This design comes from an exercise in tuning for small area and a short achievable clock period on the open sky130 flow, not from production work.
Function was checked by simulation only, so behaviour that the tests miss may differ from the original.
Power is estimated from default activity; no workload was simulated.

$ cat flow/config.mk
export PLATFORM = sky130hd
export DESIGN_NAME = harvos_mpu_pair
export DESIGN_NICKNAME = harvos_mpu_pair
export VERILOG_FILES = /design/flow/design.v
export SDC_FILE = /design/flow/constraint.sdc
export NUM_CORES = 4
export LEC_CHECK = 0
export ABC_AREA = 1
export CAP_MARGIN = 20
export CORE_MARGIN = 2
export CORE_UTILIZATION = 40
export CTS_BUF_LIST = sky130_fd_sc_hd__clkbuf_4 sky130_fd_sc_hd__clkbuf_8
export CTS_CLUSTER_DIAMETER = 50
export CTS_CLUSTER_SIZE = 20
export PLACE_DENSITY = 0.6
export SETUP_SLACK_MARGIN = 2.0
export SLEW_MARGIN = 20
$ cat flow/constraint.sdc
create_clock -name core_clock -period 7.0 [get_ports {clk}]
set_input_delay 1.4000 -clock core_clock [delete_from_list [all_inputs] [get_ports {clk}]]
set_output_delay 1.4000 -clock core_clock [all_outputs]
set_load 0.01 [all_outputs]
$ cat flow/design.v
module mpu #(
  parameter integer NREG = 8
) (
  input  wire                    clk,
  input  wire                    rst_n,
  input  wire                    lock_in,
  input  wire                    prog_en,
  input  wire [$clog2(NREG)-1:0] prog_idx,
  input  wire [31:0]             prog_base,
  input  wire [31:0]             prog_limit,     
  input  wire [2:0]              prog_perm,      
  input  wire                    prog_user_ok,
  input  wire                    prog_is_ispace,
  input  wire [1:0]              cur_priv,       
  input  wire [31:0]             if_addr,
  output wire                    if_allow,
  output wire                    if_is_ispace,
  input  wire [31:0]             d_addr,
  input  wire                    d_is_store,
  output wire                    d_allow,
  output wire                    d_is_ispace
);
  function automatic ge32(input [31:0] a, input [31:0] b);
    reg [31:0] gt, pp;
    integer w, k;
    begin
      gt = a & ~b;
      pp = a | ~b;
      gt[0] = pp[0];
      for (w = 1; w < 32; w = w * 2)
        for (k = 0; k < 32; k = k + 2 * w) begin
          gt[k] = gt[k + w] | (pp[k + w] & gt[k]);
          pp[k] = pp[k + w] & pp[k];
        end
      ge32 = gt[0];
    end
  endfunction
  reg            lock_q;
  reg [NREG-1:0] valid;
  reg [31:0]     base  [NREG];
  reg [31:0]     limit [NREG];
  reg [NREG-1:0] perm_r, perm_w, perm_x, user_ok, is_ispace;
  wire wr = prog_en && !lock_q;
  always @(posedge clk or negedge rst_n) begin
    if (!rst_n) lock_q <= 1'b0; else lock_q <= lock_q | lock_in;
  end
  always @(posedge clk or negedge rst_n) begin
    if (!rst_n) valid <= '0;
    else if (wr) valid[prog_idx] <= 1'b1;
  end
  always @(posedge clk) begin
    if (wr) begin
      base[prog_idx]      <= prog_base;
      limit[prog_idx]     <= prog_limit;
      perm_r[prog_idx]    <= prog_perm[0];
      perm_w[prog_idx]    <= prog_perm[1];
      perm_x[prog_idx]    <= prog_perm[2];
      user_ok[prog_idx]   <= prog_user_ok;
      is_ispace[prog_idx] <= prog_is_ispace;
    end
  end
  wire sup = |cur_priv;
  reg [NREG-1:0] if_hit, d_hit;
  reg [NREG-1:0] if_ok, d_ok;
  integer i;
  always @* begin
    for (i = 0; i < NREG; i = i + 1) begin
      if_hit[i] = valid[i] && ge32(if_addr, base[i]) && ge32(limit[i], if_addr);
      d_hit[i]  = valid[i] && ge32(d_addr, base[i]) && ge32(limit[i], d_addr);
      if_ok[i]  = perm_x[i] && (sup || user_ok[i]);
      d_ok[i]   = (d_is_store ? perm_w[i] : perm_r[i]) && (sup || user_ok[i]);
    end
  end
  function automatic [1:0] pick8(input [7:0] hit, input [7:0] v);
    reg x;
    reg [7:0] above;
    integer k;
    begin
      above[7] = 1'b0;
      for (k = 6; k >= 0; k = k - 1) above[k] = above[k+1] | hit[k+1];
      x = 1'b0;
      for (k = 0; k < 8; k = k + 1) x = x | (hit[k] & v[k] & ~above[k]);
      pick8 = {|hit, x};
    end
  endfunction
  wire [1:0] if_a = pick8(if_hit, if_ok);
  wire [1:0] if_s = pick8(if_hit, is_ispace);
  wire [1:0] d_a  = pick8(d_hit, d_ok);
  wire [1:0] d_s  = pick8(d_hit, is_ispace);
  assign if_allow     = if_a[0];
  assign if_is_ispace = if_s[0];
  assign d_allow      = d_a[0];
  assign d_is_ispace  = d_s[0];
endmodule
module harvos_mpu_pair (
  input  wire        clk,
  input  wire        rst_n,
  input  wire        smpuctl_lock,
  input  wire        mpu_prog_en,
  input  wire [2:0]  mpu_prog_idx,
  input  wire [31:0] mpu_prog_base,
  input  wire [31:0] mpu_prog_limit,
  input  wire [2:0]  mpu_prog_perm,       
  input  wire        mpu_prog_user_ok,
  input  wire        mpu_prog_is_ispace,
  input  wire [1:0]  cur_priv,
  input  wire [31:0] if_paddr,
  output wire        if_allow,
  output wire        if_is_ispace,
  input  wire [31:0] d_paddr,
  input  wire        d_is_store,
  output wire        d_allow,
  output wire        d_is_ispace
);
  mpu #(.NREG(8)) u_mpu (
    .clk            (clk),
    .rst_n          (rst_n),
    .lock_in        (smpuctl_lock),
    .prog_en        (mpu_prog_en),
    .prog_idx       (mpu_prog_idx),
    .prog_base      (mpu_prog_base),
    .prog_limit     (mpu_prog_limit),
    .prog_perm      (mpu_prog_perm),
    .prog_user_ok   (mpu_prog_user_ok),
    .prog_is_ispace (mpu_prog_is_ispace),
    .cur_priv       (cur_priv),
    .if_addr        (if_paddr),
    .if_allow       (if_allow),
    .if_is_ispace   (if_is_ispace),
    .d_addr         (d_paddr),
    .d_is_store     (d_is_store),
    .d_allow        (d_allow),
    .d_is_ispace    (d_is_ispace)
  );
endmodule
$ cat flow/flow/run.sh
#!/bin/bash
# Own layout flow: the standard synthesis and layout, with
#  - the port buffers that global placement inserts made plain buf_2 cells
#    (the resizer may upsize them later) instead of ORFS's default pick, a
#    delay cell;
#  - power recovery after global routing (RECOVER_POWER), which downsizes
#    gates on paths with slack to spare.
set -euo pipefail
bash standard.sh synth > synth.log 2>&1
bash standard.sh finish "BUFFER_PORTS_ARGS=-buffer_cell sky130_fd_sc_hd__buf_2" RECOVER_POWER=100 > layout.log 2>&1
$ cat flow/standard.sh
#!/bin/bash
# synth_recipe.tcl (not shown) runs the flow's synth.tcl, then flattens the netlist and writes it again
# the make line also repeats each setting of config.mk as NAME=value (left out here)
make -C /OpenROAD-flow-scripts/flow DESIGN_CONFIG=/design/flow/config.mk WORK_HOME=/design/flow/orfs CLKGATE_MAP_FILE= SYNTH_SCRIPT=/design/flow/synth_recipe.tcl "${@:-finish}"
==> results of run 1 <==
state kept, by name, indices dropped and copies added (netlist names):
signal and cells:
u_mpu.limit 256, u_mpu.valid 8, u_mpu.perm_w 8, u_mpu.lock_q 1, u_mpu.user_ok 8, u_mpu.base 256, u_mpu.perm_r 8, u_mpu.is_ispace 8
u_mpu.perm_x 8
cell type report:
cell class | count | area, µm² | area share (%)
inverter | 622 | 2750 | 6.75
timing repair inverter | 8 | 66.3 | 0.163
tap | 1165 | 1460 | 3.58
clock inverter | 57 | 677 | 1.66
multi-input combinational | 3353 | 16100 | 39.5
clock buffer | 85 | 1150 | 2.83
sequential | 561 | 16800 | 41.2
antenna | 1 | 2.50 | 0.00614
timing repair buffer | 212 | 1740 | 4.27
synth_stat cells (3+ instances only):
cell                           n
sky130_fd_sc_hd__nand2_1    1261
sky130_fd_sc_hd__inv_1       560
sky130_fd_sc_hd__edfxtp_1    552
sky130_fd_sc_hd__nor2_1      547
sky130_fd_sc_hd__o21ai_0     404
sky130_fd_sc_hd__nand3_1     343
sky130_fd_sc_hd__a21oi_1     204
sky130_fd_sc_hd__o22ai_1     185
sky130_fd_sc_hd__buf_2       109
sky130_fd_sc_hd__a31oi_1      70
sky130_fd_sc_hd__o21ai_1      59
sky130_fd_sc_hd__inv_2        54
sky130_fd_sc_hd__nor3_1       40
sky130_fd_sc_hd__o211ai_1     39
sky130_fd_sc_hd__buf_4        33
sky130_fd_sc_hd__nand4_1      31
sky130_fd_sc_hd__a211oi_1     28
sky130_fd_sc_hd__buf_6        18
sky130_fd_sc_hd__o2111ai_1    17
sky130_fd_sc_hd__o21bai_1     15
sky130_fd_sc_hd__or2_2        15
sky130_fd_sc_hd__nand3b_1     13
sky130_fd_sc_hd__clkbuf_1     12
sky130_fd_sc_hd__nor3b_1      12
sky130_fd_sc_hd__dfrtp_1       9
sky130_fd_sc_hd__nand2_2       9
sky130_fd_sc_hd__nand3_2       9
sky130_fd_sc_hd__nor2_2        7
sky130_fd_sc_hd__a22oi_1       6
sky130_fd_sc_hd__inv_4         6
sky130_fd_sc_hd__ha_1          4
sky130_fd_sc_hd__nor4_1        4
sky130_fd_sc_hd__o211a_1       4
sky130_fd_sc_hd__and2_1        3
sky130_fd_sc_hd__o21a_1        3
sky130_fd_sc_hd__o221ai_1      3
sky130_fd_sc_hd__or2_0         3
metrics by stage:
step	worst slack (ns)	total power, W
after global placement	1.50	0.00463
after CTS	1.99	0.00769
after detailed placement	1.49	0.00463
after floorplan	1.12	0.00430
final	1.20	0.00773
after global routing	1.03	0.00799
layer usage:
layer  track usage, %  vias to the layer above  wire length [µm]
li1                 -                    16300                 -
met1             41.4                    16000             57200
met2             41.0                     2006             55800
met3             4.70                      219             14800
met4             9.91                        2              4590
met5                0                        -                13
kinds of logic (layout without fill, tap and decap cells):
family                   Yosys count  in the layout  share of synthesized area, %
buffers and inverters            796            984                          9.53
AND/OR/NAND/NOR                 2304           2304                          26.6
multiplexers                       2              2                        0.0597
flip-flops                       561            561                          47.1
AO/OA/AOI/OAI                   1043           1043                          16.5
other                              0              1                             0
adder cells (fa/ha/maj)            4              4                         0.140
path summary, 6_finish.rpt:
kind	end	from	cells past startpoint	slack [ns]
hold / removal	u_mpu.lock_q	u_mpu.lock_q	1	0.48
hold reg to reg	u_mpu.lock_q	u_mpu.lock_q	1	0.48
max in group asynchronous	u_mpu.valid[3]	rst_n	1	5.68
setup / recovery	u_mpu.limit[7][1]	mpu_prog_en	7	1.20
min in group asynchronous	u_mpu.valid[2]	rst_n	1	0.74
setup reg to reg	u_mpu.limit[7][1]	u_mpu.lock_q	7	1.53
worst max-delay path, cell delays in order:
cell,delay (ns)
sky130_fd_sc_hd__buf_2,0.07
sky130_fd_sc_hd__nand2_1,0.33
sky130_fd_sc_hd__inv_1,0.69
sky130_fd_sc_hd__nand2_1,0.30
sky130_fd_sc_hd__nor2_1,1.08
sky130_fd_sc_hd__clkbuf_1,1.23
sky130_fd_sc_hd__clkbuf_2,0.96
repair_timing:
| item | in CTS | in global routing |
|---|---|---|
| resized for setup | 200 | 312 |
| endpoints found under the setup margin | 4 | 4 |
| hold endpoints to repair | 0 | 0 |
| gates cloned | 3 | 7 |
| pin swaps | 7 | 67 |
| setup buffers | 29 | 15 |
where the power goes:
group	leakage [nW]	switching (W)	total, W	internal (W)
sequential	5.08	0.00000346	0.00369	0.00368
combinational	10.7	0.000724	0.00102	0.000294
clock	0.929	0.00158	0.00303	0.00145
total	16.7	0.00231	0.00773	0.00542
==> metrics.yaml, run 1 <==
yosys:
  yosysWarningCount: 1
  synth.distinct_cells: 50
  synth_top_area_share_pct: 46.5
  synth_ff_type: "sky130_fd_sc_hd__edfxtp_1"
  synth_edf_count: 552
  syn-mean-instance-area_um2: 7.57
  seq_area_frac_synth_pct: 47.1
  synthArstFlopShare_pct: 1.60
  netlist_instances: 4710
  ys_seq_elements: 561
  netlist_area_um2: 35700
  synth_top_cell_by_area: "sky130_fd_sc_hd__edfxtp_1"
  post_synth_main_area_contributors: "sky130_fd_sc_hd__edfxtp_1 46%, sky130_fd_sc_hd__nand2_1 13%, sky130_fd_sc_hd__inv_1 5.9%"
  synthesis.nets: 4857
cells_and_area:
  flow.area_growth_from_synthesis_pct: 14.3
  final_cell_area_um2: 40700
  fill_cells: 8786
  finish.net_count: 4983
  post-route-util_pct: 46.1
  fin_cells: 6064
  final_common_cell: "sky130_fd_sc_hd__nand2_1"
  highest_count_cells_in_the_layout_ignoring_fill_and_taps: "1,214 x sky130_fd_sc_hd__nand2_1, 552 x sky130_fd_sc_hd__edfxtp_1, 548 x sky130_fd_sc_hd__inv_1, 507 x sky130_fd_sc_hd__nor2_1, 379 x sky130_fd_sc_hd__o21ai_0"
  drive_gt1_share_pct: 11.3
global_routing:
  maximum_number_of_pins_on_one_net_before_global_route_repair: 42
  grt_antenna_before_repair: 3
  number_of_global_route_vias_before_repair: 30200
  first_pass_grt_wire_length_mm: 191
  grt.overflow.total: 0
  grt_util_all_layers_pct: 27.9
clocking:
  clkSlewWorstSetupHoldPaths_ns: 0.08
  skew_pair_late_insertion_delay_ns: 0.72
  clock_sink_total: 561
  post_cts_hold_buffer_count: 0
  cts_max_path_buffers: 3
  ctsHtreeMaxLevel: 3
  cts-root-buf: "sky130_fd_sc_hd__clkbuf_8"
  cts_tree: "done"
  cts_inserted_buffers: 78
drt:
  postRouteWirelength_mm: 132
  route.detailed.drc: 0
  via_per_inst: 5.70
  routed-via-count: 34600
  detailedRoute.firstIterationViolations: 4145
  number_of_routed_nets_with_antenna_violations: 0
  avgRoutedWirePerCell_um: 21.8
  drt-pass1-iter-count: 6
timing:
  fin_worst_hold_slack_ns: 0.477
  worstMarginPinSlew_ns: 3.10
  timing.clock.skew_ns: 0.0531
  finalWorstPathRequiredPeriod_ns: 5.80
  maxClockFrequency_mhz: 172
  final-setup-viol-count: 0
  max_slew_margin_pct: -107
  finalCritPeriodShare_pct: 82.9
  final_max_slew_viol_count: 316
  rsz0062_at_grt: "yes"
  hold_viol: 0
  setup-tns-final_ns: 0
worst_setup_path:
  crit_type: "input port to register"
  timing.critical_path.required_ns: 7.32
  setup.worst_path.end_class: "register"
  worst_setup_sp_type: "input port"
  crit_arrival_ns: 6.12
  timing.critical_path.fanout_max: 29
die:
  boundaryPins: 147
  fp.dieW_um: 303
  std_cell_rows: 109
  core_area_um2: 88400
  floorplan.initialDensity_pct: 40.3
  die_area_um2: 91500
  chipHeight_um: 303
power_and_ir_drop:
  power.ir.vdd_worst_mv: 0.140
  power-per-cell-area_nw_per_um2: 190
  p_leak_nw: 16.7
placement:
  placed_cells: 5866
  routabilityCongestion: 0.960
  dpl-instance-area_um2: 37000
  hpwlAfterDp_mm: 92.2
  buffer_ports.inserted: 146
status:
  outcome: "complete, but fails checks"
  check.faults: "max-capacitance violations, max-slew violations"
flow_run:
  maxCapViolCount: 12
hold_path:
  timing.hold.worst.class: "register to register"
==> run 2, diff against run 1 <==
--- a/flow/design.v
+++ b/flow/design.v
@@ -74,11 +74,13 @@
   function automatic [1:0] pick8(input [7:0] hit, input [7:0] v);
-    reg x;
-    reg [7:0] above;
-    integer k;
+    reg [7:0] h, x;
+    integer w, k;
     begin
-      above[7] = 1'b0;
-      for (k = 6; k >= 0; k = k - 1) above[k] = above[k+1] | hit[k+1];
-      x = 1'b0;
-      for (k = 0; k < 8; k = k + 1) x = x | (hit[k] & v[k] & ~above[k]);
-      pick8 = {|hit, x};
+      h = hit;
+      x = hit & v;
+      for (w = 1; w < 8; w = w * 2)
+        for (k = 0; k < 8; k = k + 2 * w) begin
+          x[k] = x[k + w] | (~h[k + w] & x[k]);
+          h[k] = h[k + w] | h[k];
+        end
+      pick8 = {h[0], x[0]};
     end
==> flow/flow/run.sh (replaced) <==
#!/bin/bash
# Own layout flow: the standard synthesis and layout, with
#  - the port buffers that global placement inserts made plain buf_2 cells
#    (the resizer may upsize them later) instead of ORFS's default pick, a
#    delay cell;
#  - the delay cells and low-power clock inverters kept out of placement,
#    resizing and timing repair, so the resizer uses ordinary buffers and
#    inverters.
set -euo pipefail
bash standard.sh synth > synth.log 2>&1
DU=$(make -s -C "$FLOW_HOME" DESIGN_CONFIG="$PWD/config.mk" WORK_HOME="$PWD/orfs" print-DONT_USE_CELLS | sed 's/^DONT_USE_CELLS: *//')
for c in clkdlybuf4s15_1 clkdlybuf4s15_2 clkdlybuf4s18_1 clkdlybuf4s18_2 clkdlybuf4s25_1 \
         clkdlybuf4s25_2 clkdlybuf4s50_1 clkdlybuf4s50_2 clkinvlp_2 clkinvlp_4 dlygate4sd1_1 \
         dlygate4sd2_1 dlygate4sd3_1 dlymetal6s2s_1 dlymetal6s4s_1 dlymetal6s6s_1; do
  DU="$DU sky130_fd_sc_hd__$c"
done
echo "DONT_USE_CELLS=$DU" > dont_use.log
bash standard.sh finish "BUFFER_PORTS_ARGS=-buffer_cell sky130_fd_sc_hd__buf_2" "DONT_USE_CELLS=$DU" > layout.log 2>&1
--- a/flow/config.mk
+++ b/flow/config.mk
@@ -15,3 +15,3 @@
 export PLACE_DENSITY = 0.6
-export SETUP_SLACK_MARGIN = 2.0
+export SETUP_SLACK_MARGIN = 2.5
 export SLEW_MARGIN = 20
==> metrics.yaml, run 2 <==
status:
  outcome: "timing/DRC/antenna clean"
placement:
  routabilityCongestion: 0.996  # +3.7%
  hpwlAfterDp_mm: 96.8  # +4.9%
  buffer_ports.inserted: 146  # unchanged
  dp_slack_ns: 1.40  # -0.0910 ns
global_routing:
  grt_antenna_before_repair: 7  # +4
  number_of_global_route_vias_before_repair: 32800  # +8.6%
  maximum_number_of_pins_on_one_net_before_global_route_repair: 65  # +55%
  first_pass_grt_wire_length_mm: 205  # +7.4%
  grt_most_used_layer: "met2"
  grt_use_met2_pct: 47.0  # +6.0 points
  grt_util_all_layers_pct: 29.5  # +1.6 points
  grt_use_met3_pct: 5.55  # +0.85 points
  grt.overflow.total: 0  # unchanged
  met1_resource_use_gr_pct: 39.7  # -1.7 points
timing:
  timing.clock.skew_ns: 0.0462  # -0.00683 ns
  finalWorstPathRequiredPeriod_ns: 4.70  # -1.10 ns
  hold_viol: 0  # unchanged
  fin_ws_ns: 2.30  # +1.10 ns
  worstMarginPinSlew_ns: 0.940  # -2.16 ns
  max_slew_margin_pct: 37.4  # +140 points
  rsz0062_at_grt: "yes"
  final_max_slew_viol_count: 0  # -100%
  final-setup-viol-count: 0  # unchanged
  maxClockFrequency_mhz: 213  # +23%
  finalCritPeriodShare_pct: 67.2  # -16 points
  setup-tns-final_ns: 0  # unchanged
die:
  fp.dieW_um: 304  # +0.46%
  chipHeight_um: 304  # +0.46%
  std_cell_rows: 110  # +0.92%
  floorplan.initialDensity_pct: 40.2  # -0.18 points
  boundaryPins: 147  # unchanged
  core_area_um2: 89600  # +1.4%
  die_area_um2: 92400  # +0.92%
clocking:
  skew_pair_late_insertion_delay_ns: 0.74  # +0.02 ns
  ctsHtreeMaxLevel: 3  # unchanged
  clkSlewWorstSetupHoldPaths_ns: 0.09  # about the same
  cts_inserted_buffers: 85  # +9.0%
  cts_max_path_buffers: 3  # unchanged
  cts-root-buf: "sky130_fd_sc_hd__clkbuf_8"
  cts_tree: "done"
  clock_sink_total: 561  # unchanged
  post_cts_hold_buffer_count: 0  # unchanged
yosys:
  netlist_area_um2: 36000  # +0.94%
  yosysWarningCount: 1  # unchanged
  synth_ff_type: "sky130_fd_sc_hd__edfxtp_1"
  synthesis.nets: 5079  # +4.6%
  seq_area_frac_synth_pct: 46.7  # -0.44 points
  synth.distinct_cells: 42  # -16%
  netlist_instances: 4932  # +4.7%
  syn-mean-instance-area_um2: 7.30  # -3.6%
  leading_cell_type_by_number_of_instances_after_synthesis: "sky130_fd_sc_hd__nand2_1"
  synth_top_cell_by_area: "sky130_fd_sc_hd__edfxtp_1"
  synth_edf_count: 552  # unchanged
  commonest_cells_post_synth: "1,528 x sky130_fd_sc_hd__nand2_1, 647 x sky130_fd_sc_hd__nor2_1, 579 x sky130_fd_sc_hd__inv_1"
  post_synth_main_area_contributors: "sky130_fd_sc_hd__edfxtp_1 46%, sky130_fd_sc_hd__nand2_1 16%, sky130_fd_sc_hd__nor2_1 6.7%"
  ys_seq_elements: 561  # unchanged
  synthArstFlopShare_pct: 1.60  # unchanged
  synth_top_area_share_pct: 46.1  # -0.43 points
drt:
  drt-pass1-iter-count: 6  # unchanged
  number_of_routed_nets_with_antenna_violations: 0  # unchanged
  avgRoutedWirePerCell_um: 22.1  # +1.3%
  postRouteWirelength_mm: 142  # +7.5%
  route.detailed.drc: 0  # unchanged
  detailedRoute.firstIterationViolations: 4106  # -0.94%
  via_per_inst: 5.64  # -0.96%
  routed-via-count: 36300  # +5.2%
worst_setup_path:
  crit_arrival_ns: 3.30  # -2.82 ns
  reg2reg_from: "u_mpu.lock_q"
  setup.worst_path.end_class: "output port"
  worst_setup_path_startpoint: "if_paddr[21]"
  timing.critical_path.required_ns: 5.60  # -1.72 ns
  timing.critical_path.fanout_max: 10  # -66%
  crit_type: "input port to output port"
  worst_setup_sp_type: "input port"
cells_and_area:
  multiInputGateArea_um2: 18500  # +15%
  flow.area_growth_from_synthesis_pct: 24.5
  drive_gt1_share_pct: 21.2  # +10 points
  final_common_cell: "sky130_fd_sc_hd__nand2_1"
  largest_registers: "u_mpu.base: 256 flops, u_mpu.limit: 256 flops"
  finish.net_count: 5335  # +7.1%
  seq_area_um2: 16800  # unchanged
  fill_cells: 8541  # -2.8%
  highest_count_cells_in_the_layout_ignoring_fill_and_taps: "1,329 x sky130_fd_sc_hd__nand2_1, 552 x sky130_fd_sc_hd__edfxtp_1, 545 x sky130_fd_sc_hd__inv_1, 509 x sky130_fd_sc_hd__nor2_1, 313 x sky130_fd_sc_hd__o21ai_0"
flow_run:
  maxCapViolCount: 0  # -12
power_and_ir_drop:
  total_power_w: 0.00814  # +5.4%
  power.ir.vdd_worst_mv: 0.151  # +7.8%
  p_leak_nw: 18.8  # +13%
  power-per-cell-area_nw_per_um2: 182  # -4.2%
hold_path:
  timing.hold.worst.class: "input port to async pin"
run 2: cell types whose count changed after synthesis, sizes merged, moves of 7 or more:
| cell | before | now |
|---|---|---|
| nand3 | 352 | 318 |
| nor2 | 556 | 650 |
| a211oi | 30 | 6 |
| clkbuf | 12 | 19 |
| nand4 | 31 | 23 |
| o22ai | 185 | 156 |
| o211ai | 39 | 18 |
| o2111ai | 17 | 0 |
| o21bai | 15 | 8 |
| a31oi | 70 | 79 |
| nand2 | 1270 | 1531 |
| nor3 | 41 | 25 |
| a21oi | 204 | 219 |
run 2: critical path, cell delays in order:
cell and delay (ns):
sky130_fd_sc_hd__buf_16 0.13, sky130_fd_sc_hd__buf_6 0.12, sky130_fd_sc_hd__nand2_1 0.05, sky130_fd_sc_hd__o211ai_1 0.14
sky130_fd_sc_hd__a21oi_2 0.35, sky130_fd_sc_hd__nand2_1 0.10, sky130_fd_sc_hd__nand2_1 0.19, sky130_fd_sc_hd__a21oi_2 0.10
sky130_fd_sc_hd__nand2_1 0.09, sky130_fd_sc_hd__nand4_1 0.09, sky130_fd_sc_hd__nand2_1 0.11, sky130_fd_sc_hd__nand2_1 0.06
sky130_fd_sc_hd__nand2_1 0.07, sky130_fd_sc_hd__nand2_2 0.07, sky130_fd_sc_hd__nand2_4 0.12, sky130_fd_sc_hd__buf_6 0.12
run 2: cells by family (layout without fill, tap and decap cells):
group                    count (synthesis)  in the layout  synth area share (%)
buffers and inverters                  801           1129                  9.49
AO/OA/AOI/OAI                          960            960                  14.5
adder cells (fa/ha/maj)                  4              4                 0.139
flip-flops                             561            561                  46.7
other                                    0              3                     0
multiplexers                             2              2                0.0626
AND/OR/NAND/NOR                       2604           2604                  29.2
run 2: area by class of cell:
cell class                      count  share of cell area [%]
Clock inverter                     72                    1.78
Clock buffer                       87                    2.64
Sequential cell                   561                    37.5
Multi-Input combinational cell   3570                    41.2
Timing Repair Buffer              334                    6.62
Timing Repair inverter             15                   0.282
Antenna cell                        3                  0.0168
Inverter                          621                    6.67
Tap cell                         1176                    3.28
run 2: layer usage:
metal	up-vias	wire, µm
li1	17000	-
met5	-	53
met1	17200	57500
met2	1806	64500
met3	332	14100
met4	8	6210
run 2: final timing paths:
| check | to | slack, ns | cells after the start |
|---|---|---|---|
| min in group core_clock | u_mpu.lock_q | 0.49 | 1 |
| min | u_mpu.valid[5] | 0.46 | 1 |
| min reg2reg | u_mpu.lock_q | 0.49 | 1 |
| max reg2reg | u_mpu.base[0][22] | 3.88 | 6 |
| max | if_is_ispace | 2.30 | 16 |
| max in group asynchronous | u_mpu.lock_q | 6.30 | 1 |
run 2: timing repair:
| action | in CTS | in global routing |
|---|---|---|
| pin swaps | 187 | 222 |
| buffers inserted | 124 | 45 |
| cloned | 10 | 9 |
| setup endpoints to repair | 4 | 4 |
| gates resized for setup | 962 | 421 |
run 2: where the power goes:
part	leakage [nW]	switching, W	internal, W
clock network	1.02	0.00169	0.00154
logic	12.7	0.000828	0.000403
registers	5.08	0.00000431	0.00368
total	18.8	0.00252	0.00562
run 2: stage by stage:
stage               cell area (µm²)  std cells  util [%]  hold WS (ns)
floorplan                     36000       4932         -         0.440
global placement              37300       6089      41.6         0.464
detailed placement            37300       6089      41.6         0.479
CTS                           43100       6382      48.1         0.426
global route                  44800       6439      50.0         0.464
finish                        44800       6439      50.0         0.465
==> run 3, diff against run 2 <==
--- a/flow/design.v
+++ b/flow/design.v
@@ -22,4 +22,6 @@
 );
+  localparam integer RIP = 10;
   function automatic ge32(input [31:0] a, input [31:0] b);
     reg [31:0] gt, pp;
+    reg c;
     integer w, k;
@@ -28,5 +30,7 @@
       pp = a | ~b;
-      gt[0] = pp[0];
-      for (w = 1; w < 32; w = w * 2)
-        for (k = 0; k < 32; k = k + 2 * w) begin
+      c = pp[0];
+      for (k = 1; k < RIP; k = k + 1)
+        c = gt[k] | (pp[k] & c);
+      for (w = 1; w < 32 - RIP; w = w * 2)
+        for (k = RIP; k + w < 32; k = k + 2 * w) begin
           gt[k] = gt[k + w] | (pp[k + w] & gt[k]);
@@ -34,3 +38,3 @@
         end
-      ge32 = gt[0];
+      ge32 = gt[RIP] | (pp[RIP] & c);
     end
==> metrics.yaml, run 3 <==
status:
  outcome: "timing/DRC/antenna clean"
clocking:
  cts_max_path_buffers: 3  # unchanged
  cts_inserted_buffers: 85  # unchanged
  post_cts_hold_buffer_count: 0  # unchanged
  cts-root-buf: "sky130_fd_sc_hd__clkbuf_8"
  cts_tree: "done"
  clkSlewWorstSetupHoldPaths_ns: 0.07  # -0.02 ns
  clock_sink_total: 561  # unchanged
  skew_pair_late_insertion_delay_ns: 0.77  # +0.03 ns
  ctsHtreeMaxLevel: 3  # unchanged
worst_setup_path:
  reg2reg_from: "u_mpu.lock_q"
  critical_path.slowest_cell: "sky130_fd_sc_hd__a21oi_1"
  worst_setup_sp_type: "input port"
  worst_r2r_endpoint: "u_mpu.base[5][5]"
  crit_type: "input port to output port"
  timing.critical_path.fanout_max: 7  # -3
  reg2regPathDepth: 6  # unchanged
  setup.worst_path.end_class: "output port"
  timing.critical_path.max_delay_family: "compound AO/OA/AOI/OAI gates"
  worst_path_largest_cell_delay_ns: 0.36  # about the same
  timing.critical_path.required_ns: 5.60  # about the same
  crit_arrival_ns: 3.61  # +0.31 ns
  critical_path.cell_chain: "buf_16 > buf_1 > o21ai_0 > inv_1 > nand3_1 > o211ai_1 > a21oi_1 > nand2_1 > a21oi_2 > nand2_2 > nand3_1 > nand2_1 > nor2_4 > nand2_2 > nand2_4 > buf_6"
  worstPathBufferInverterCount: 4  # +1
  regToRegSetupSlack_ns: 3.27  # -0.61 ns
yosys:
  netlist_instances: 4411  # -11%
  synth_top_cell_by_area: "sky130_fd_sc_hd__edfxtp_1"
  seq_area_frac_synth_pct: 48.0  # +1.4 points
  synthesis.nets: 4558  # -10%
  leading_cell_type_by_number_of_instances_after_synthesis: "sky130_fd_sc_hd__nand2_1"
  syn-mean-instance-area_um2: 7.93  # +8.7%
  ys_seq_elements: 561  # unchanged
  post_synth_main_area_contributors: "sky130_fd_sc_hd__edfxtp_1 47%, sky130_fd_sc_hd__nand2_1 12%, sky130_fd_sc_hd__inv_1 6.6%"
  synth_ff_type: "sky130_fd_sc_hd__edfxtp_1"
  commonest_cells_post_synth: "1,147 x sky130_fd_sc_hd__nand2_1, 611 x sky130_fd_sc_hd__inv_1, 552 x sky130_fd_sc_hd__edfxtp_1"
  yosysWarningCount: 1  # unchanged
  synth.distinct_cells: 51  # +21%
  netlist_area_um2: 35000  # -2.8%
  synth_top_area_share_pct: 47.4  # +1.3 points
  synth_edf_count: 552  # unchanged
  synthArstFlopShare_pct: 1.60  # unchanged
global_routing:
  maximum_number_of_pins_on_one_net_before_global_route_repair: 49  # -25%
  grt_util_all_layers_pct: 31.2  # +1.6 points
  first_pass_grt_wire_length_mm: 206  # +0.69%
  grt.overflow.total: 0  # unchanged
  grt_antenna_before_repair: 14  # +7
  number_of_global_route_vias_before_repair: 31500  # -3.9%
timing:
  setup-tns-final_ns: 0  # unchanged
  hold_viol: 0  # unchanged
  finalCritPeriodShare_pct: 71.6  # +4.4 points
  timing.clock.skew_ns: 0.0429  # -0.00338 ns
  worstMarginPinSlew_ns: 1.07  # +0.131 ns
  final-setup-viol-count: 0  # unchanged
  finalWorstPathRequiredPeriod_ns: 5.01  # +0.310 ns
  max_slew_margin_pct: 28.6  # -8.8 points
  maxClockFrequency_mhz: 200  # -6.2%
  rsz0062_at_grt: "yes"
  final_max_slew_viol_count: 0  # unchanged
  fin_ws_ns: 1.99  # -0.310 ns
  fin_worst_hold_slack_ns: 0.473  # +0.00830 ns
die:
  boundaryPins: 147  # unchanged
  core_area_um2: 86800  # -3.2%
  fp.dieW_um: 300  # -1.4%
  chipHeight_um: 300  # -1.4%
  floorplan.initialDensity_pct: 40.3  # +0.15 points
  die_area_um2: 89800  # -2.8%
  std_cell_rows: 108  # -1.8%
drt:
  via_per_inst: 5.87  # +4.1%
  routed-via-count: 34700  # -4.5%
  postRouteWirelength_mm: 143  # +0.67%
  drt-pass1-iter-count: 6  # unchanged
  number_of_routed_nets_with_antenna_violations: 0  # unchanged
  avgRoutedWirePerCell_um: 24.2  # +9.7%
  route.detailed.drc: 0  # unchanged
  detailedRoute.firstIterationViolations: 5330  # +30%
hold_path:
  hold_depth: 1
  timing.hold.worst.class: "register to register"
  timing.hold.worst_endpoint: "u_mpu.lock_q"
  holdCritStartpoint: "u_mpu.lock_q"
cells_and_area:
  highest_count_cells_in_the_layout_ignoring_fill_and_taps: "1,092 x sky130_fd_sc_hd__nand2_1, 593 x sky130_fd_sc_hd__inv_1, 552 x sky130_fd_sc_hd__edfxtp_1, 343 x sky130_fd_sc_hd__nand3_1, 284 x sky130_fd_sc_hd__nor2_1"
  largest_registers: "u_mpu.base: 256 flops, u_mpu.limit: 256 flops"
  drive_gt1_share_pct: 18.0  # -3.2 points
  fill_cells: 8294  # -2.9%
  finish.net_count: 4818  # -9.7%
  final_common_cell: "sky130_fd_sc_hd__nand2_1"
  post-route-util_pct: 48.6  # -1.4 points
  seq_area_um2: 16800  # unchanged
  multiInputGateArea_um2: 16300  # -12%
  flow.area_growth_from_synthesis_pct: 20.6
flow_run:
  maxCapViolCount: 0  # unchanged
placement:
  dp_slack_ns: 0.812  # -0.586 ns
  hpwlAfterDp_mm: 101  # +4.7%
  buffer_ports.inserted: 146  # unchanged
  routabilityCongestion: 1.02  # +2.0%
power_and_ir_drop:
  power-per-cell-area_nw_per_um2: 190  # +4.6%
  power.ir.vdd_worst_mv: 0.183  # +21%
  p_leak_nw: 17.3  # -7.7%
## run 3: what timing repair did
item / 4_1_cts / 5_1_grt
pin swaps: 144 / 86
setup buffers: 129 / 29
setup endpoints to repair: 4 / 4
resized for setup: 640 / 133
cloned: 8 / 0
## run 3: kinds of logic after synthesis
logic type	synth area share (%)
AND/OR/NAND/NOR	25.1
multiplexers	0.0644
AO/OA/AOI/OAI	16.5
adder cells (fa/ha/maj)	0.143
buffers and inverters	10.1
flip-flops	48.0
## run 3: worst max-delay path by stage
| stage | start | endpoint | slack [ns] | cells past startpoint |
|---|---|---|---|---|
| 5_1_grt | d_paddr[25] | d_allow | 1.86 | 18 |
| 4_1_cts | if_paddr[19] | if_allow | 2.10 | 16 |
| 3_3_place_gp | if_paddr[30] | if_allow | 0.73 | 15 |
| 2_1_floorplan | mpu_prog_en | u_mpu.base[2][0] | 2.11 | 4 |
| 3_5_place_dp | if_paddr[26] | if_allow | 0.81 | 18 |
| 6_report | d_paddr[24] | d_allow | 1.99 | 16 |
## run 3: routing by layer
| metal | vias to the layer above | routed length (µm) | track usage [%] |
|---|---|---|---|
| met5 | - | 50 | 0 |
| met4 | 8 | 6680 | 13.7 |
| met3 | 325 | 17000 | 6.97 |
| met2 | 2050 | 61900 | 46.5 |
| met1 | 16500 | 57600 | 43.5 |
| li1 | 15800 | - | - |
## run 3: layout make-up
type | count | share of cell area, %
flip-flops and latches | 561 | 39.8
inverters | 661 | 6.85
repair buffers | 339 | 6.48
clock inverters | 65 | 1.70
clock buffers | 94 | 2.99
repair inverters | 5 | 0.0920
diodes | 9 | 0.0534
well taps | 1155 | 3.43
multi-input cells | 3018 | 38.6
## run 3: stage by stage
stage	total power (W)	cells	area, µm²
2_1_floorplan	0.00429	4411	35000
3_3_place_gp	0.00464	5573	36400
3_5_place_dp	0.00464	5573	36400
4_1_cts	0.00798	5869	41500
5_1_grt	0.00826	5902	42200
6_report	0.00801	5907	42200
## run 3: where the power goes
| part | leakage, nW | total (W) | switching, W | internal, W |
|---|---|---|---|---|
| combinational | 11.2 | 0.00113 | 0.000778 | 0.000354 |
| sequential | 5.06 | 0.00368 | 0.00000225 | 0.00368 |
| clock | 1.02 | 0.00320 | 0.00167 | 0.00153 |

-- afterwards: timing with drivers on the ports --
No port has a modelled driver above. Below, the same layouts with a new extraction and two added sets of constraints. Step 1, drivers: a clkbuf_16 drives clk and a buf_2 each remaining input, both assumed. Step 2 also shifts input and output timing later by t, the mid clock arrival at the registers, as if the neighbouring blocks saw the same clock. Slacks: no drivers / after step 1 / after step 2; pairs: no drivers / after step 1.
run	t, ns	setup WS [ns]	slew at the worst register clock pin (ns)	pins driven straight from the clock port
run 1	0.758	1.197 / 1.237 / 0.479	0.10 / 0.10	1
run 2	0.808	2.298 / 2.205 / 2.205	0.09 / 0.09	1
run 3	0.809	1.988 / 1.827 / 1.827	0.10 / 0.10	1
The setup slack of run 1, which loses most, moves by +0.040 ns with the drivers and by -0.718 ns with both steps.
